What follows belongs to an exercise in optimizing a design on an open flow for small area; a production flow would make more cautious choices. Function was checked by simulation only, so behaviour that the tests miss may differ from the original.

## red
Design cla64_reg, start of the top module:
module cla64_reg(
	input	wire		clk,
	input	wire	[63:0]	A,
	input	wire	[63:0]	B,
	input	wire		Cin,
	output	reg	[63:0]	S,
	output	reg		Cout
);
For scale: roughly 480 cells after synthesis, about 130 flip-flops.
==> flow/config.mk <==
export PLATFORM = sky130hd
export DESIGN_NAME = cla64_reg
export DESIGN_NICKNAME = cla64_reg
export VERILOG_FILES = /design/flow/design.v
export SDC_FILE = /design/flow/constraint.sdc
export NUM_CORES = 4
export LEC_CHECK = 0
export ABC_CLOCK_PERIOD_IN_PS = 3000
export CAP_MARGIN = 20
export CORE_MARGIN = 2
export CORE_UTILIZATION = 80
export GPL_TIMING_DRIVEN = 0
export SLEW_MARGIN = 20
export SYNTH_HIERARCHICAL = 1
export SYNTH_MINIMUM_KEEP_SIZE = 0
==> flow/constraint.sdc <==
create_clock -name core_clock -period 3.0 [get_ports {clk}]
set_input_delay 0.6000 -clock core_clock [delete_from_list [all_inputs] [get_ports {clk}]]
set_output_delay 0.6000 -clock core_clock [all_outputs]
set_load 0.01 [all_outputs]
standard.sh (not shown) runs the stock make flow with config.mk's settings and CLKGATE_MAP_FILE= SYNTH_SCRIPT=/design/flow/synth_recipe.tcl, a recipe that flattens the netlist after the stock synthesis.
==> flow/flow/run.sh <==
#!/bin/bash
# Standard ORFS layout (the standard.sh) with changes that only affect
# how the layout is built:
#  - after floorplanning, every combinational cell is swapped for the
#    smallest cell of its family (downsize.tcl); the flow's timing repair
#    then sizes up only the cells that need it,
#  - port buffers use the smallest buffer cell,
#  - the clock tree uses small clock buffers and no dummy loads,
#  - after global routing, cells on paths with slack are downsized
#    (ORFS's power recovery step).
set -euo pipefail
export BUFFER_PORTS_ARGS="-buffer_cell sky130_fd_sc_hd__buf_1"
export CTS_ARGS="-sink_clustering_enable -repair_clock_nets -buf_list sky130_fd_sc_hd__clkbuf_4 -dont_use_dummy_load"
export RECOVER_POWER=100
here=$(pwd)
bash standard.sh floorplan > flow_make_floorplan.log 2>&1
res=$here/orfs/results/$FLOW_PLATFORM/cla64_reg/base
cp $res/2_floorplan.odb $res/2_floorplan_synth_sizes.odb
ODB_IN=$res/2_floorplan_synth_sizes.odb ODB_OUT=$res/2_floorplan.odb \
  openroad -no_init -exit flow/downsize.tcl > downsize.log 2>&1
bash standard.sh > flow_make.log 2>&1
==> flow/flow/downsize.tcl <==
# Swap every combinational cell of the synthesized netlist for the smallest
# cell of its family (same function, lower drive strength), so that later
# timing repair sizes up only the cells that need it.
# usage: openroad -exit downsize.tcl   (env ODB_IN, ODB_OUT)
read_db $::env(ODB_IN)
set db [ord::get_db]
set block [ord::get_db_block]
array set best {}
foreach lib [$db getLibs] {
  foreach m [$lib getMasters] {
    set n [$m getName]
    if {![regexp {^(sky130_fd_sc_hd__[a-z0-9]+)_([0-9]+)$} $n -> base drive]} { continue }
    set a [expr {[$m getWidth] * [$m getHeight]}]
    if {![info exists best($base)] || $a < [lindex $best($base) 1]} {
      set best($base) [list $m $a]
    }
  }
}
set n 0
foreach inst [$block getInsts] {
  set m [$inst getMaster]
  set name [$m getName]
  if {![regexp {^(sky130_fd_sc_hd__[a-z0-9]+)_([0-9]+)$} $name -> base drive]} { continue }
  if {[string match "*df*" $base] || [string match "*clk*" $base] || [string match "*tap*" $base]} { continue }
  set a [expr {[$m getWidth] * [$m getHeight]}]
  set b $best($base)
  if {[lindex $b 1] < $a} {
    $inst swapMaster [lindex $b 0]
    incr n
  }
}
puts "downsize: swapped $n instances"
write_db $::env(ODB_OUT)
red is listed as incomplete: the tool reported an error in global routing and the run ended there.
Input changes introduced in blue (baseline for comparison: red):
Settings: changing CORE_UTILIZATION from 80 to 60.
-- flow/flow/run.sh --
<<< red, line 13
export CTS_ARGS="-sink_clustering_enable -repair_clock_nets -buf_list sky130_fd_sc_hd__clkbuf_4 -dont_use_dummy_load"
>>> blue, line 13
export CTS_ARGS="-sink_clustering_enable -repair_clock_nets -buf_list {sky130_fd_sc_hd__clkbuf_2 sky130_fd_sc_hd__clkbuf_4 sky130_fd_sc_hd__clkbuf_8} -dont_use_dummy_load"
==> comparison <==
Comparing blue against red, there is no change at all in flip-flop and latch count after synthesis.
Apart from red, each of blue and red ends the flow with a layout that passes the timing, DRC and antenna checks.
red did not make it past global routing, where a tool error ended it.
red has a lower pre-CTS worst setup slack than blue.
| die span in x | lower: red |
Re largest buffer count on any clock path: no difference whatsoever between red and blue.

==> static timing again, ports no longer ideal <==
The flow's constraints put no driver on any port. The routed layout listed below was extracted and timed again, unchanged, in two steps. Step 1, drivers: a clkbuf_16 drives clk and a buf_2 each remaining input, both assumed. Step 2 also shifts input and output timing later by t, the mid clock arrival at the registers, as if the neighbouring blocks saw the same clock. Three values: ideal, step 1, step 2; two values: the first two.
run: blue
t (ns): 0.436
slack for setup (ns): 0.171 / 0.173 / -0.263
latest minus earliest clock arrival (ns): 0.025 / 0.026
Met with ideal ports but missed after step 2: setup timing in blue. For blue, drivers alone change the setup slack by +0.002 ns; drivers and shift together by -0.434 ns.
